From an optimization exercise on the open Yosys and OpenROAD flow, aimed at small area, a short achievable clock period and few clock cycles per item; shortcuts taken in it are not production practice.
At most, simulation tests tie the RTL to the original design; equivalence was not proved.
The RTL of run 2 was laid out without a check of its function.

==> flow/design.v (outline; a module is shown in full before it is edited, if it fits) <==
// module Milestone1_convert: 291 lines
// module yt_part: 55 lines
// module pix_sum: 417 lines
// module fir_sum: 146 lines
// module csa_fa: 4 lines
// module csa_ha: 4 lines
module Milestone1_convert (
	input  logic          Clock,
	input  logic          Resetn,
	input  logic          Enable,
	input  logic   [15:0] SRAM_read_data,
	input  logic          redo,
	output logic          SRAM_we_n,
	output logic   [17:0] SRAM_address,
	output logic   [15:0] SRAM_write_data,
	output logic          Finish
);
  // ...
==> flow/flow/run.sh <==
#!/bin/bash
# Standard ORFS layout (standard.sh) with two changes in how it is made:
#  - the port buffers are buf_4 cells instead of the buffer ORFS picks
#  - timing repair aims at a setup margin below the design's clock period
# The SDC, clock period and I/O constraints are the standard flow's, unchanged.
set -euo pipefail
bash standard.sh SETUP_SLACK_MARGIN=10.0 "BUFFER_PORTS_ARGS=-buffer_cell sky130_fd_sc_hd__buf_4" finish > orfs_make.log 2>&1
==> flow/standard.sh <==
#!/bin/bash
# synth_recipe.tcl (not shown) runs the flow's synth.tcl, then flattens the netlist and writes it again
# the make line also repeats each setting of config.mk as NAME=value (left out here)
make -C /OpenROAD-flow-scripts/flow DESIGN_CONFIG=/design/flow/config.mk WORK_HOME=/design/flow/orfs CLKGATE_MAP_FILE= SYNTH_SCRIPT=/design/flow/synth_recipe.tcl "${@:-finish}"
==> flow/config.mk <==
export PLATFORM = sky130hd
export DESIGN_NAME = Milestone1_convert
export DESIGN_NICKNAME = Milestone1_convert
export VERILOG_FILES = /design/flow/design.v
export SDC_FILE = /design/flow/constraint.sdc
export NUM_CORES = 4
export LEC_CHECK = 0
export CAP_MARGIN = 20
export CORE_MARGIN = 2
export CORE_UTILIZATION = 40
export SLEW_MARGIN = 20
export SYNTH_HIERARCHICAL = 1
==> flow/constraint.sdc <==
create_clock -name core_clock -period 14.0 [get_ports {Clock}]
set_input_delay 2.8000 -clock core_clock [delete_from_list [all_inputs] [get_ports {Clock}]]
set_output_delay 2.8000 -clock core_clock [all_outputs]
set_load 0.01 [all_outputs]
==> results.txt, run 1 <==
met3 wire len 2830 um; Setup Fix Bufs, Post-CTS 0; most frequent cell after synthesis dfxtp_1; DRC 0; gr usage total 17.1%; Setup crit end SRAM_we_n; TritonCTS buffer count 48; drt first pass iters 7; Placed Area 27,600 um2; clk buf depth 3; Slew Limit Fails 0; portion of netlist area occupied by mux cells 3.32%; Layout Nets 2,701; number of max-cap violations 0; Tapcells 864; M1 WL 26,300 um; die area 68,900 um2; syn_nets 2,711; Multi-In Gates 1,516; fin crit share 28.5%; Synth cell types 88; reg2reg path depth 11; invs w/o clock 115; dominant kind of cell multi-input combinational cells; CP Depth 1; worst min path class flop to flop; run status complete, no violations; starting density of the core 40.5%; chip height 263 um; Repair and plain buffers 62; Vias/cell 5.27; Simple-Gate Fraction of Synth Area 8.38%; cell breakdown of the critical path buf_6; largest family of logic cells by synthesized area adder cells; DIE WIDTH 263 um; final sequential cell count 461; Clock Skew 28.9 ps; Ant. Diodes 0
Testbench counts, summed over its fixed seeds: cycles 1,545,808, frames 8.
==> module Milestone1_convert, before the edit <==
module Milestone1_convert (
	input  logic          Clock,
	input  logic          Resetn,
	input  logic          Enable,
	input  logic   [15:0] SRAM_read_data,
	input  logic          redo,
	output logic          SRAM_we_n,
	output logic   [17:0] SRAM_address,
	output logic   [15:0] SRAM_write_data,
	output logic          Finish
);
localparam logic [1:0] T_NONE = 2'd0, T_Y = 2'd1, T_U = 2'd2, T_V = 2'd3;
localparam logic [1:0] K_NONE = 2'd0, K_EVEN = 2'd1, K_ODD = 2'd2, K_HOLD = 2'd3;
localparam logic [2:0] I_NONE = 3'd0, I_HI = 3'd1, I_LO = 3'd2, I_REP = 3'd3, I_PORT = 3'd4;
logic        run;           
logic [3:0]  nph;           
logic [7:0]  nk;            
logic        nlead;         
logic [15:0] y_addr;        
logic [17:0] u_addr;        
logic [17:0] rgb_addr;      
logic [1:0]  tag_a, tag_b, tag_c;    
logic [1:0]  kind_a, kind_b;         
logic        c_even, c_odd, c_hold, c_firv, c_ldv, c_ldu, c_ph2;
logic [2:0]  c_ins_u, c_ins_v;
logic [7:0]  y_lo;                  
logic [7:0]  y_sel;                 
logic [15:0] hu, hv;
logic [7:0]  su [0:5];
logic [7:0]  sv [0:5];
logic [8:0]  up_reg, vp_reg;        
logic [7:0]  b0_save;
function automatic logic [11:0] succ(input logic [3:0] p, input logic [7:0] kk);
	logic [3:0] p2;
	logic [7:0] k2;
	p2 = p + 4'd1;
	k2 = kk;
	if (p == 4'd4) begin
		if (kk == 8'd159) p2 = 4'd5;
		else begin p2 = 4'd0; k2 = kk + 8'd1; end
	end else if (p == 4'd9) begin
		p2 = 4'd0; k2 = 8'd0;
	end
	succ = {p2, k2};
endfunction
function automatic logic [5:0] ins_of(input logic [3:0] p, input logic [7:0] kk);
	logic [2:0] iu, iv;
	iu = I_NONE;
	iv = I_NONE;
	case (p)
	4'd0: begin
		if (kk == 8'd0)        iv = I_PORT;
		else if (kk <= 8'd155) iv = kk[0] ? I_LO : I_HI;
		else if (kk == 8'd159) iv = I_HI;
		else                   iv = I_REP;
	end
	4'd2: begin
		if (kk == 8'd0)        iu = I_PORT;
		else if (kk <= 8'd155) iu = kk[0] ? I_LO : I_HI;
		else if (kk == 8'd159) iu = I_HI;
		else                   iu = I_REP;
		if (kk == 8'd159)      iv = I_REP;
	end
	4'd3: if (kk == 8'd159) begin iu = I_REP; iv = I_REP; end
	4'd4: if (kk == 8'd159) begin iu = I_REP; iv = I_LO; end
	4'd5: iu = I_LO;
	4'd6: iv = I_HI;
	4'd7: begin iu = I_HI; iv = I_LO; end
	4'd8: iu = I_LO;
	default: ;
	endcase
	ins_of = {iu, iv};
endfunction
logic [3:0] nph2;
logic [7:0] nk2;
assign {nph2, nk2} = succ(nph, nk);
logic nlead2;
assign nlead2 = nlead & ~(nph == 4'd9);
logic rd_y, rd_u, rd_v;
always_comb begin
	rd_y = 1'b0; rd_u = 1'b0; rd_v = 1'b0;
	case (nph)
	4'd3: begin
		if (nk <= 8'd153) begin
			if (nk[0]) rd_u = 1'b1;
			else       rd_v = (nk <= 8'd152);
		end else if (nk == 8'd155 || nk == 8'd159) rd_v = 1'b1;
		else if (nk == 8'd156) rd_u = 1'b1;
	end
	4'd4: begin
		if (nk == 8'd159) rd_u = 1'b1;
		else              rd_y = ~nlead;
	end
	4'd8: rd_v = 1'b1;
	4'd9: rd_y = 1'b1;
	4'd0: rd_u = (nk == 8'd0);
	default: ;
	endcase
end
logic wr;    
assign wr = (kind_b != K_NONE);
always_ff @(posedge Clock or negedge Resetn) begin
	if (!Resetn) begin
		run       <= 1'b0;
		Finish    <= 1'b0;
		SRAM_we_n <= 1'b1;
	end else begin
		SRAM_we_n <= 1'b1;
		if (run) begin
			SRAM_we_n <= ~wr;
			if (nph == 4'd7 && y_addr == 16'd38400) begin
				run    <= 1'b0;
				Finish <= 1'b1;
			end
		end else if (Finish) begin
			if (redo) Finish <= 1'b0;
		end else if (Enable) begin
			run <= 1'b1;
		end
	end
end
logic [17:0] v_addr;
assign v_addr = {u_addr[17:8] + 10'd75, u_addr[7:0]};    
always_ff @(posedge Clock) begin
	tag_b  <= tag_a;
	tag_c  <= tag_b;
	kind_b <= kind_a;
	if (!run) begin
		nph      <= 4'd4;
		nk       <= 8'd155;
		nlead    <= 1'b1;
		y_addr   <= 16'd0;
		u_addr   <= 18'd38400;
		rgb_addr <= 18'd146944;
		SRAM_address <= 18'd57600;
		tag_a    <= (Enable && !Finish) ? T_V : T_NONE;
		kind_a   <= K_NONE;
		kind_b   <= K_NONE;
		c_even <= 1'b0; c_odd <= 1'b0; c_hold <= 1'b0; c_firv <= 1'b0;
		c_ldv  <= 1'b0; c_ldu <= 1'b0; c_ph2  <= 1'b0;
		c_ins_u <= I_NONE; c_ins_v <= I_NONE;
	end else begin
		nph   <= nph2;
		nk    <= nk2;
		nlead <= nlead2;
		c_even <= (nph == 4'd2);
		c_odd  <= (nph == 4'd3);
		c_hold <= (nph == 4'd4);
		c_firv <= (nph == 4'd4) || (nph == 4'd9);
		c_ldv  <= (nph == 4'd1);
		c_ldu  <= (nph == 4'd2);
		c_ph2  <= (nph == 4'd2);
		{c_ins_u, c_ins_v} <= ins_of(nph, nk);
		kind_a <= K_NONE;
		if (!nlead) begin
			if (c_even)      kind_a <= K_EVEN;
			else if (c_odd)  kind_a <= K_ODD;
			else if (c_hold) kind_a <= K_HOLD;
		end
		tag_a <= T_NONE;
		if (rd_y) begin
			SRAM_address <= {2'd0, y_addr};
			y_addr <= y_addr + 16'd1;
			tag_a  <= T_Y;
		end
		if (rd_u) begin
			SRAM_address <= u_addr;
			u_addr <= u_addr + 18'd1;
			tag_a  <= T_U;
		end
		if (rd_v) begin
			SRAM_address <= v_addr;
			tag_a  <= T_V;
		end
		if (wr) begin
			SRAM_address <= rgb_addr;
			rgb_addr <= rgb_addr + 18'd1;
		end
	end
end
always_ff @(posedge Clock) begin
	if (tag_c == T_Y) y_lo <= SRAM_read_data[7:0];
	if (tag_c == T_U) hu   <= SRAM_read_data;
	if (tag_c == T_V) hv   <= SRAM_read_data;
	if (tag_c == T_Y)  y_sel <= SRAM_read_data[15:8];
	else if (c_ph2)    y_sel <= y_lo;
end
function automatic logic [7:0] ins_val(input logic [2:0] sel, input logic [15:0] h,
                                       input logic [7:0] last, input logic [7:0] port);
	case (sel)
	I_HI:    ins_val = h[15:8];
	I_LO:    ins_val = h[7:0];
	I_PORT:  ins_val = port;
	default: ins_val = last;
	endcase
endfunction
always_ff @(posedge Clock) begin
	if (c_ins_u != I_NONE) begin
		su[0] <= su[1]; su[1] <= su[2]; su[2] <= su[3];
		su[3] <= su[4]; su[4] <= su[5];
		su[5] <= ins_val(c_ins_u, hu, su[5], SRAM_read_data[15:8]);
	end
	if (c_ins_v != I_NONE) begin
		sv[0] <= sv[1]; sv[1] <= sv[2]; sv[2] <= sv[3];
		sv[3] <= sv[4]; sv[4] <= sv[5];
		sv[5] <= ins_val(c_ins_v, hv, sv[5], SRAM_read_data[15:8]);
	end
end
logic [7:0]  ta, tb, tc, td, te, tf;
assign ta = c_firv ? sv[0] : su[0];
assign tb = c_firv ? sv[1] : su[1];
assign tc = c_firv ? sv[2] : su[2];
assign td = c_firv ? sv[3] : su[3];
assign te = c_firv ? sv[4] : su[4];
assign tf = c_firv ? sv[5] : su[5];
logic [8:0]  t_af, t_be, t_cd;
assign t_af = {1'b0, ta} + {1'b0, tf};
assign t_be = {1'b0, tb} + {1'b0, te};
assign t_cd = {1'b0, tc} + {1'b0, td};
logic [8:0]  f_p1, f_np2, f_p3;
always_ff @(posedge Clock) begin
	f_p1  <= t_af;
	f_np2 <= ~t_be;
	f_p3  <= t_cd;
end
logic [8:0] fm_h, g_h;
logic       fm_c, g_c;
fir_sum u_fir (.p1(f_p1), .np2(f_np2), .p3(f_p3), .np3(~f_p3), .hi(fm_h), .c(fm_c));
always_ff @(posedge Clock) begin
	g_h <= fm_h;
	g_c <= fm_c;
end
logic [8:0] fw;
assign fw = g_h + {8'd0, g_c};
always_ff @(posedge Clock) begin
	if (c_ldv) vp_reg <= fw;
	if (c_ldu) up_reg <= fw;
end
logic [8:0]  su9, sv9;
assign su9 = c_even ? {su[2][7], ~su[2][7], su[2][6:0]} : up_reg;
assign sv9 = c_even ? {sv[1][7], ~sv[1][7], sv[1][6:0]} : vp_reg;
logic [13:0] yl_m;
logic        yc_m;
logic [10:0] yh_m;
yt_part u_yt (.y(y_sel), .lo(yl_m), .c(yc_m), .hi(yh_m));
logic [13:0] p_ytl;
logic        p_ytc;
logic [10:0] p_yth;
logic [8:0]  p_u, p_nu, p_v, p_nv;
always_ff @(posedge Clock) begin
	p_ytl <= yl_m;
	p_ytc <= yc_m;
	p_yth <= yh_m;
	p_u   <= su9;
	p_nu  <= ~su9;
	p_v   <= sv9;
	p_nv  <= ~sv9;
end
logic [10:0] q_ra, q_rb, q_ga, q_gb, q_ba, q_bb;
logic        q_rc, q_gc, q_bc;
logic [10:0] m_ra, m_rb, m_ga, m_gb, m_ba, m_bb;
logic        m_rc, m_gc, m_bc;
pix_sum u_pix (.ytl(p_ytl), .ytc(p_ytc), .yth(p_yth),
	.pu(p_u), .npu(p_nu), .pv(p_v), .npv(p_nv),
	.ra(m_ra), .rb(m_rb), .rc(m_rc), .ga(m_ga), .gb(m_gb), .gc(m_gc),
	.ba(m_ba), .bb(m_bb), .bc(m_bc));
always_ff @(posedge Clock) begin
	q_ra <= m_ra; q_rb <= m_rb; q_rc <= m_rc;
	q_ga <= m_ga; q_gb <= m_gb; q_gc <= m_gc;
	q_ba <= m_ba; q_bb <= m_bb; q_bc <= m_bc;
end
function automatic logic [7:0] clip(input logic [10:0] s);
	clip = s[10] ? 8'd0 : (|s[9:8]) ? 8'd255 : s[7:0];
endfunction
logic [10:0] s_r, s_g, s_b;
assign s_r = q_ra + q_rb + {10'd0, q_rc} + 11'd1024;
assign s_g = q_ga + q_gb + {10'd0, q_gc} + 11'd1024;
assign s_b = q_ba + q_bb + {10'd0, q_bc} + 11'd1024;
logic [7:0] r8, g8, b8;
assign r8 = clip(s_r);
assign g8 = clip(s_g);
assign b8 = clip(s_b);
always_ff @(posedge Clock) begin
	case (kind_b)
	K_EVEN:  SRAM_write_data <= {r8, g8};
	K_ODD:   SRAM_write_data <= {b0_save, r8};
	default: SRAM_write_data <= {g8, b8};
	endcase
	if (kind_b == K_EVEN) b0_save <= b8;
end
endmodule
==> run 2: changes to the inputs <==
--- a/flow/design.v
+++ b/flow/design.v
@@ -186,15 +186,15 @@
 end
 logic wr;    
 assign wr = (kind_b != K_NONE);
+always_ff @(posedge Clock) begin
+	SRAM_we_n <= ~(run && wr);
+end
 always_ff @(posedge Clock or negedge Resetn) begin
 	if (!Resetn) begin
 		run       <= 1'b0;
 		Finish    <= 1'b0;
-		SRAM_we_n <= 1'b1;
 	end else begin
-		SRAM_we_n <= 1'b1;
 		if (run) begin
-			SRAM_we_n <= ~wr;
 			if (nph == 4'd7 && y_addr == 16'd38400) begin
 				run    <= 1'b0;
 				Finish <= 1'b1;
@@ -304,15 +304,16 @@
 assign t_af = {1'b0, ta} + {1'b0, tf};
 assign t_be = {1'b0, tb} + {1'b0, te};
 assign t_cd = {1'b0, tc} + {1'b0, td};
-logic [8:0]  f_p1, f_np2, f_p3;
+logic [8:0]  f_p1, f_np2, f_p3, f_np3;
 always_ff @(posedge Clock) begin
 	f_p1  <= t_af;
 	f_np2 <= ~t_be;
 	f_p3  <= t_cd;
+	f_np3 <= ~t_cd;
 end
 logic [8:0] fm_h, g_h;
 logic       fm_c, g_c;
-fir_sum u_fir (.p1(f_p1), .np2(f_np2), .p3(f_p3), .np3(~f_p3), .hi(fm_h), .c(fm_c));
+fir_sum u_fir (.p1(f_p1), .np2(f_np2), .p3(f_p3), .np3(f_np3), .hi(fm_h), .c(fm_c));
 always_ff @(posedge Clock) begin
 	g_h <= fm_h;
 	g_c <= fm_c;
==> results.txt, run 2 <==
Yosys top cell by area dfxtp_1 (unchanged); die area 68,900 um2 (about the same); Critical path buffers and inverters 1 (unchanged); RSZ-0062 raised after global routing no (was yes); share of post-route cells with drive strength above 1 10.9% (was 10.5%); H-tree lvl count 2 (unchanged); Least-Margin Pin Slew 1040 ps (was 1020 ps); setup TNS 0 ps (unchanged); Final Cell Area 29,300 um2 (was 29,200 um2); Fmax 0.256 GHz (was 0.250 GHz); CTS Sinks 470 (was 461); Clk Latency, worst-skew pair 590 ps (about the same); Tmin final 3910 ps (was 3990 ps); Setup crit end Finish (was SRAM_we_n); core area 66,000 um2 (unchanged); largest registers su: 48 flops, sv: 48 flops (unchanged); DR vias 16,100 (was 16,400); Layout Nets 2,683 (was 2,701); required time worst endpoint 11,200 ps (about the same); Placed Instances 2,997 (was 3,017); CP Depth 1 (unchanged); slowest stage cell on the critical path dfrtp_1 (was dfstp_2); asr flop ratio synth 0.426% (was 0.651%); drt first pass iters 5 (was 7); global route overflow 0 (unchanged); cell breakdown of the critical path buf_4 (was buf_6); Area Growth Syn to Fin 9.49% (was 9.10%); row cnt 94 (unchanged); antenna-violating nets left 0 (unchanged); fin crit share 27.9% (was 28.5%); number of max-cap violations 0 (unchanged); final WL 57,900 um (was 58,900 um); Worst-path clk slew 60 ps (about the same); type of the worst setup path flop to primary output (unchanged); Vias/cell 5.22 (was 5.27); worst reg2reg startpoint f_p1[6] (was f_p1[8]); wire length per cell 18.8 um (was 19.0 um); most frequent cell after synthesis dfxtp_1 (unchanged); Final setup viols 0 (unchanged); number of I/O port buffers 55 (unchanged); sequential fraction of the synthesis area 41.6% (was 40.9%); slowest stage delay, CP 380 ps (was 520 ps); Post-synth EDFFs 170 (unchanged); Reg2Reg Capture Point g_h[6] (was g_h[8]); r2r setup slk 10,110 ps (was 10,090 ps); Final HPWL DP 44,100 um (was 45,300 um); Post-Syn Area 26,700 um2 (about the same); Slew Limit Fails 0 (unchanged); Hold WS 319 ps (was 327 ps); Synth cell types 90 (was 88); clk buf depth 3 (unchanged); largest net degree at the start of global routing 55 (was 49); Clock Skew 22.7 ps (was 28.9 ps); Ant. Diodes 0 (unchanged); Crit Path Max Fanout 2 (was 1); crit path capture type primary output (unchanged); Arrival @ worst endpoint 1110 ps (was 1190 ps); relative slew slack 30.4% (was 31.8%); top cell types by occurrence after synthesis 298 x dfxtp_1, 256 x fa_1, 221 x ha_1 (was 288 x dfxtp_1, 256 x fa_1, 221 x ha_1); Hold Vio Cnt, Final 0 (unchanged); Mapped Avg Cell Area 12.2 um2 (was 12.1 um2); Post-Synthesis Cells 2,188 (was 2,214); final design utilization 44.3% (was 44.2%); run status complete, no violations (unchanged); CTS Root Cell clkbuf_16 (unchanged); commonest non-fill, non-tap cell in the layout dfxtp_1 (unchanged); TritonCTS buffer count 50 (was 48); DRC 0 (unchanged); worst min path class flop to flop (unchanged); syn_nets 2,685 (was 2,711); starting density of the core 40.5% (about the same); Main synth FF type dfxtp_1 (unchanged); Critical Path Source Type flop (unchanged); Synth Register Bits 470 (was 461); Placed Area 27,600 um2 (about the same); DIE WIDTH 262 um (was 263 um); antenna violations before repair 3 (was 1); gr usage total 17.0% (was 17.1%); # IOs 56 (unchanged); reg2reg path depth 11 (unchanged); YS warnings 9 (unchanged); kind of cell adding the most delay to the critical path flip-flops (unchanged); first-pass GRT wire length 92,700 um (was 93,000 um); gpl congestion 0.867 (was 0.843); chip height 262 um (was 263 um); Initial DRC Count 900 (was 976); CTS tree done (unchanged); Yosys top cell area share 22.3% (was 21.6%); non-filler cells, final 3,088 (was 3,108); Synth area leaders dfxtp_1 22%, fa_1 19%, edfxtp_1 19%, ha_1 10%, xnor2_1 2.6% (unchanged); Worst setup startpoint Finish (was SRAM_we_n); vias in the first global route 16,800 (was 16,900); most frequent cells in the layout 295 x dfxtp_1, 255 x fa_1, 219 x ha_1 (was 284 x dfxtp_1, 255 x fa_1, 220 x ha_1)
## run 2: final cells by class
cell class | instances | area, um2
fillers | 5978 | 36700
multi-input cells | 1495 | 14500
flip-flops and latches | 470 | 11100
clock buffers | 69 | 1410
well taps | 864 | 1080
repair buffers | 63 | 473
inverters | 106 | 398
clock inverters | 21 | 238
## run 2: modules after synthesis, one instance, submodules excluded
module,cells inside,flops+latches,times used,cell area (um2)
Milestone1_convert,1565,470,1,18600
csa_fa,1,0,245,20.0
csa_ha,1,0,48,12.5
fir_sum,53,0,1,469
pix_sum,174,0,1,1360
yt_part,103,0,1,811
## run 2: kinds of logic (layout without fill, tap and decap cells)
kind of cell | after synthesis | count (layout) | share of synthesized area, %
adder cells (fa/ha/maj) | 477 | 477 | 29.5
flip-flops | 470 | 470 | 41.6
AND/OR/NAND/NOR | 424 | 424 | 7.92
AO/OA/AOI/OAI | 383 | 383 | 9.16
buffers and inverters | 223 | 259 | 4.17
XOR/XNOR | 125 | 125 | 4.10
multiplexers | 86 | 86 | 3.52
## run 2: worst min-delay path by stage
| stage | startpoint | to | slack, ps | depth (start not counted) |
|---|---|---|---|---|
| after floorplan | tag_a[0] | tag_b[0] | 310 | 0 |
| after global placement | tag_b[1] | tag_c[1] | 320 | 0 |
| after detailed placement | tag_a[0] | tag_b[0] | 310 | 0 |
| after CTS | tag_b[1] | tag_c[1] | 320 | 0 |
| after global routing | tag_b[1] | tag_c[1] | 310 | 0 |
| final | tag_b[1] | tag_c[1] | 320 | 0 |
## run 2: metal layers
layer	GRT usage [%]	routed length [um]	up-vias
li1	-	-	7610
met1	23.3	26600	8088
met2	27.6	27000	320
met3	3.18	2750	101
met4	4.88	1480	6
met5	0	43	-
## run 2: repair_timing
action / 4_1_cts / 5_1_grt
resized for setup: 3 / 6
gates cloned: 0 / 0
buffers inserted: 1 / 0
endpoints found under the setup margin: 3 / 3
hold buffers: 0 / 0
pin swaps: 4 / 5
## run 2: per-stage QoR
stage                     setup slack (ps)
after floorplan                      10080
after global placement                9850
after detailed placement              9750
after CTS                            10040
after global routing                 10010
final                                10090
==> run 3: changes to the inputs <==
--- a/flow/design.v
+++ b/flow/design.v
@@ -186,15 +186,15 @@
 end
 logic wr;    
 assign wr = (kind_b != K_NONE);
-always_ff @(posedge Clock) begin
-	SRAM_we_n <= ~(run && wr);
-end
 always_ff @(posedge Clock or negedge Resetn) begin
 	if (!Resetn) begin
 		run       <= 1'b0;
 		Finish    <= 1'b0;
+		SRAM_we_n <= 1'b1;
 	end else begin
+		SRAM_we_n <= 1'b1;
 		if (run) begin
+			SRAM_we_n <= ~wr;
 			if (nph == 4'd7 && y_addr == 16'd38400) begin
 				run    <= 1'b0;
 				Finish <= 1'b1;
@@ -304,16 +304,15 @@
 assign t_af = {1'b0, ta} + {1'b0, tf};
 assign t_be = {1'b0, tb} + {1'b0, te};
 assign t_cd = {1'b0, tc} + {1'b0, td};
-logic [8:0]  f_p1, f_np2, f_p3, f_np3;
+logic [8:0]  f_p1, f_np2, f_p3;
 always_ff @(posedge Clock) begin
 	f_p1  <= t_af;
 	f_np2 <= ~t_be;
 	f_p3  <= t_cd;
-	f_np3 <= ~t_cd;
 end
 logic [8:0] fm_h, g_h;
 logic       fm_c, g_c;
-fir_sum u_fir (.p1(f_p1), .np2(f_np2), .p3(f_p3), .np3(f_np3), .hi(fm_h), .c(fm_c));
+fir_sum u_fir (.p1(f_p1), .np2(f_np2), .p3(f_p3), .np3(~f_p3), .hi(fm_h), .c(fm_c));
 always_ff @(posedge Clock) begin
 	g_h <= fm_h;
 	g_c <= fm_c;
==> flow/run.sh (new file) <==
#!/bin/bash
# synth_recipe.tcl (not shown) runs the flow's synth.tcl, then flattens the netlist and writes it again
# the make line also repeats each setting of config.mk as NAME=value (left out here)
make -C /OpenROAD-flow-scripts/flow DESIGN_CONFIG=/design/flow/config.mk WORK_HOME=/design/flow/orfs CLKGATE_MAP_FILE= SYNTH_SCRIPT=/design/flow/synth_recipe.tcl finish
removed: flow/flow/run.sh
removed: flow/standard.sh
==> results.txt, run 3 <==
slowest stage cell on the critical path clkdlybuf4s50_1 (was dfrtp_1); core area 66,000 um2 (unchanged); largest net degree at the start of global routing 49 (was 55); Placed Instances 3,018 (was 2,997); Layout Nets 2,702 (was 2,683); CTS Sinks 461 (was 470); Crit Path Max Fanout 1 (was 2); YS warnings 9 (unchanged); most frequent cells in the layout 287 x dfxtp_1, 256 x fa_1, 221 x ha_1 (was 295 x dfxtp_1, 255 x fa_1, 219 x ha_1); antenna violations before repair 0 (was 3); Tmin final 4420 ps (was 3910 ps); top cell types by occurrence after synthesis 288 x dfxtp_1, 256 x fa_1, 221 x ha_1 (was 298 x dfxtp_1, 256 x fa_1, 221 x ha_1); crit path capture type primary output (unchanged); Post-Syn Area 26,700 um2 (about the same); DRC 0 (unchanged); Ant. Diodes 0 (unchanged); antenna-violating nets left 0 (unchanged); Least-Margin Pin Slew 1060 ps (was 1040 ps); H-tree lvl count 2 (unchanged); run status complete, no violations (unchanged); largest registers su: 48 flops, sv: 48 flops (unchanged); Hold Vio Cnt, Final 0 (unchanged); type of the worst setup path flop to primary output (unchanged); die area 68,900 um2 (about the same); Critical Path Source Type flop (unchanged); setup TNS 0 ps (unchanged); Clk Latency, worst-skew pair 590 ps (about the same); required time worst endpoint 11,200 ps (about the same); worst min path class flop to flop (unchanged); Worst-path clk slew 60 ps (about the same); Area Growth Syn to Fin 9.46% (was 9.49%); Fmax 0.226 GHz (was 0.256 GHz); drt first pass iters 5 (unchanged); first-pass GRT wire length 94,200 um (was 92,700 um); vias in the first global route 17,000 (was 16,800); Yosys top cell area share 21.6% (was 22.3%); share of post-route cells with drive strength above 1 7.81% (was 10.9%); CTS Root Cell clkbuf_16 (unchanged); Final HPWL DP 45,300 um (was 44,100 um); number of I/O port buffers 55 (unchanged); TritonCTS buffer count 49 (was 50); Setup WS pre-CTS 9830 ps (was 9750 ps); number of max-cap violations 0 (unchanged); sequential fraction of the synthesis area 40.9% (was 41.6%); asr flop ratio synth 0.651% (was 0.426%); Main synth FF type dfxtp_1 (unchanged); global route overflow 0 (unchanged); Synth area leaders dfxtp_1 22%, fa_1 19%, edfxtp_1 19%, ha_1 10%, xnor2_1 2.6% (unchanged); Critical path buffers and inverters 1 (unchanged); Final setup viols 0 (unchanged); Synth Register Bits 461 (was 470); wire length per cell 19.1 um (was 18.8 um); Initial DRC Count 1,034 (was 900); CTS tree done (unchanged); Synth cell types 88 (was 90); RSZ-0062 raised after global routing no (unchanged); cell breakdown of the critical path clkdlybuf4s50_1 (was buf_4); clk buf depth 3 (unchanged); Setup Fix Bufs, Post-CTS 0 (was 1); Clock Skew 22.9 ps (was 22.7 ps); kind of cell adding the most delay to the critical path buffers and inverters (was flip-flops); final WL 59,300 um (was 57,900 um); non-filler cells, final 3,106 (was 3,088); Slew Limit Fails 0 (unchanged); most frequent cell after synthesis dfxtp_1 (unchanged); Mapped Avg Cell Area 12.1 um2 (was 12.2 um2); Yosys top cell by area dfxtp_1 (unchanged); relative slew slack 29.0% (was 30.4%); DIE WIDTH 263 um (was 262 um); fin crit share 31.6% (was 27.9%); gr usage total 17.3% (was 17.0%); Post-synth EDFFs 170 (unchanged); gpl congestion 0.876 (was 0.867); Hold-fix buffers, CTS 0 (unchanged); slowest stage delay, CP 530 ps (was 380 ps); PostCTS Resize Cnt 0 (was 3); Vias/cell 5.29 (was 5.22); starting density of the core 40.5% (about the same); Arrival @ worst endpoint 1620 ps (was 1110 ps); commonest non-fill, non-tap cell in the layout dfxtp_1 (unchanged); setup ws final 9580 ps (was 10,090 ps); # IOs 56 (unchanged); row cnt 94 (unchanged); DR vias 16,400 (was 16,100); Post-Synthesis Cells 2,214 (was 2,188); syn_nets 2,711 (was 2,685); chip height 263 um (was 262 um)
[run 3: changes by cell type after synthesis, sizes merged, moves of 9 or more]
cell	delta
a21oi	-9
nor3	+14
inv	+9
o21ai	+21
nor2	-16
dfxtp	-10
xor2	-9
[run 3: layout make-up]
| class | count | area (um2) |
|---|---|---|
| Clock buffer | 73 | 1480 |
| Clock inverter | 15 | 106 |
| Fill cell | 5921 | 36700 |
| Inverter | 115 | 432 |
| Multi-Input combinational cell | 1516 | 14600 |
| Sequential cell | 461 | 10900 |
| Tap cell | 864 | 1080 |
| Timing Repair Buffer | 62 | 603 |
[run 3: worst paths after layout]
check | endpoint | start | cells after the start | slack, ps
worst max-delay path | SRAM_we_n | SRAM_we_n | 1 | 9580
worst min-delay path | tag_c[1] | tag_b[1] | 0 | 330
worst max register to register | g_h[8] | f_p1[6] | 11 | 9820
worst min register to register | tag_c[1] | tag_b[1] | 0 | 330
max in group asynchronous | SRAM_we_n | Resetn | 1 | 11390
min in group asynchronous | Finish | Resetn | 1 | 2390
[run 3: cells by family (layout without fill, tap and decap cells)]
logic type | Yosys count | after routing | synth area share, %
adders and majority gates | 477 | 477 | 29.5
DFF | 461 | 461 | 40.9
and+or+nand+nor | 445 | 445 | 8.38
AOI/OAI and AO/OA | 393 | 393 | 9.49
buffers and inverters | 237 | 265 | 4.37
xor gates and xnor gates | 119 | 119 | 4.00
muxes | 82 | 82 | 3.32
[run 3: stage by stage]
step / util [%] / cell area [um2] / hold slack (ps)
5_1_grt: 44.4 / 29300 / 345
3_3_place_gp: 42.0 / 27700 / 320
3_5_place_dp: 42.0 / 27700 / 319
4_1_cts: 44.4 / 29300 / 337
6_report: 44.4 / 29300 / 330
2_1_floorplan: - / 26700 / 310
[run 3: metal layers]
| layer | wire length (um) | track usage (%) | share of wire [%] |
|---|---|---|---|
| met2 | 27800 | 28.0 | 47 |
| met5 | 0 | 0 | 0 |
| met4 | 2310 | 7.25 | 3.9 |
| met1 | 26300 | 23.2 | 44 |
| met3 | 2800 | 2.78 | 4.7 |
[run 3: Yosys stat by module, one instance, submodules excluded]
module              cells  flip-flops and latches  cell area, um2  copies in the design
fir_sum                53                       0             469                     1
yt_part               103                       0             811                     1
csa_ha                  1                       0            12.5                    48
Milestone1_convert   1591                     461           18600                     1
csa_fa                  1                       0            20.0                   245
pix_sum               174                       0            1360                     1
Testbench counts of run 3, summed over its fixed seeds: cycles 1,545,808, frames 8.

[static timing again, ports no longer ideal]
How much do the figures lean on ideal ports? The routed layouts below were timed once more, with nothing changed but the port constraints. Step 1, drivers: a clkbuf_16 drives Clock and a buf_2 each remaining input, both assumed. Step 2 moves the port delays by t, midway between the first and last clock arrival at a register: inputs arrive t later, outputs are due t later. That takes back most of the time a late clock gives input paths. a / b / c = ideal ports / drivers / drivers and shift; a / b = the first two.
run | t (ns) | setup slack, ns | worst hold slack (ns)
run 1 | 0.641 | 10.007 / 9.948 / 10.090 | 0.327 / 0.327 / 0.327
run 2 | 0.643 | 10.091 / 10.032 / 10.113 | 0.319 / 0.319 / 0.319
run 3 | 0.643 | 9.577 / 9.516 / 9.820 | 0.330 / 0.330 / 0.330
After both steps setup and hold are still met in every run listed.
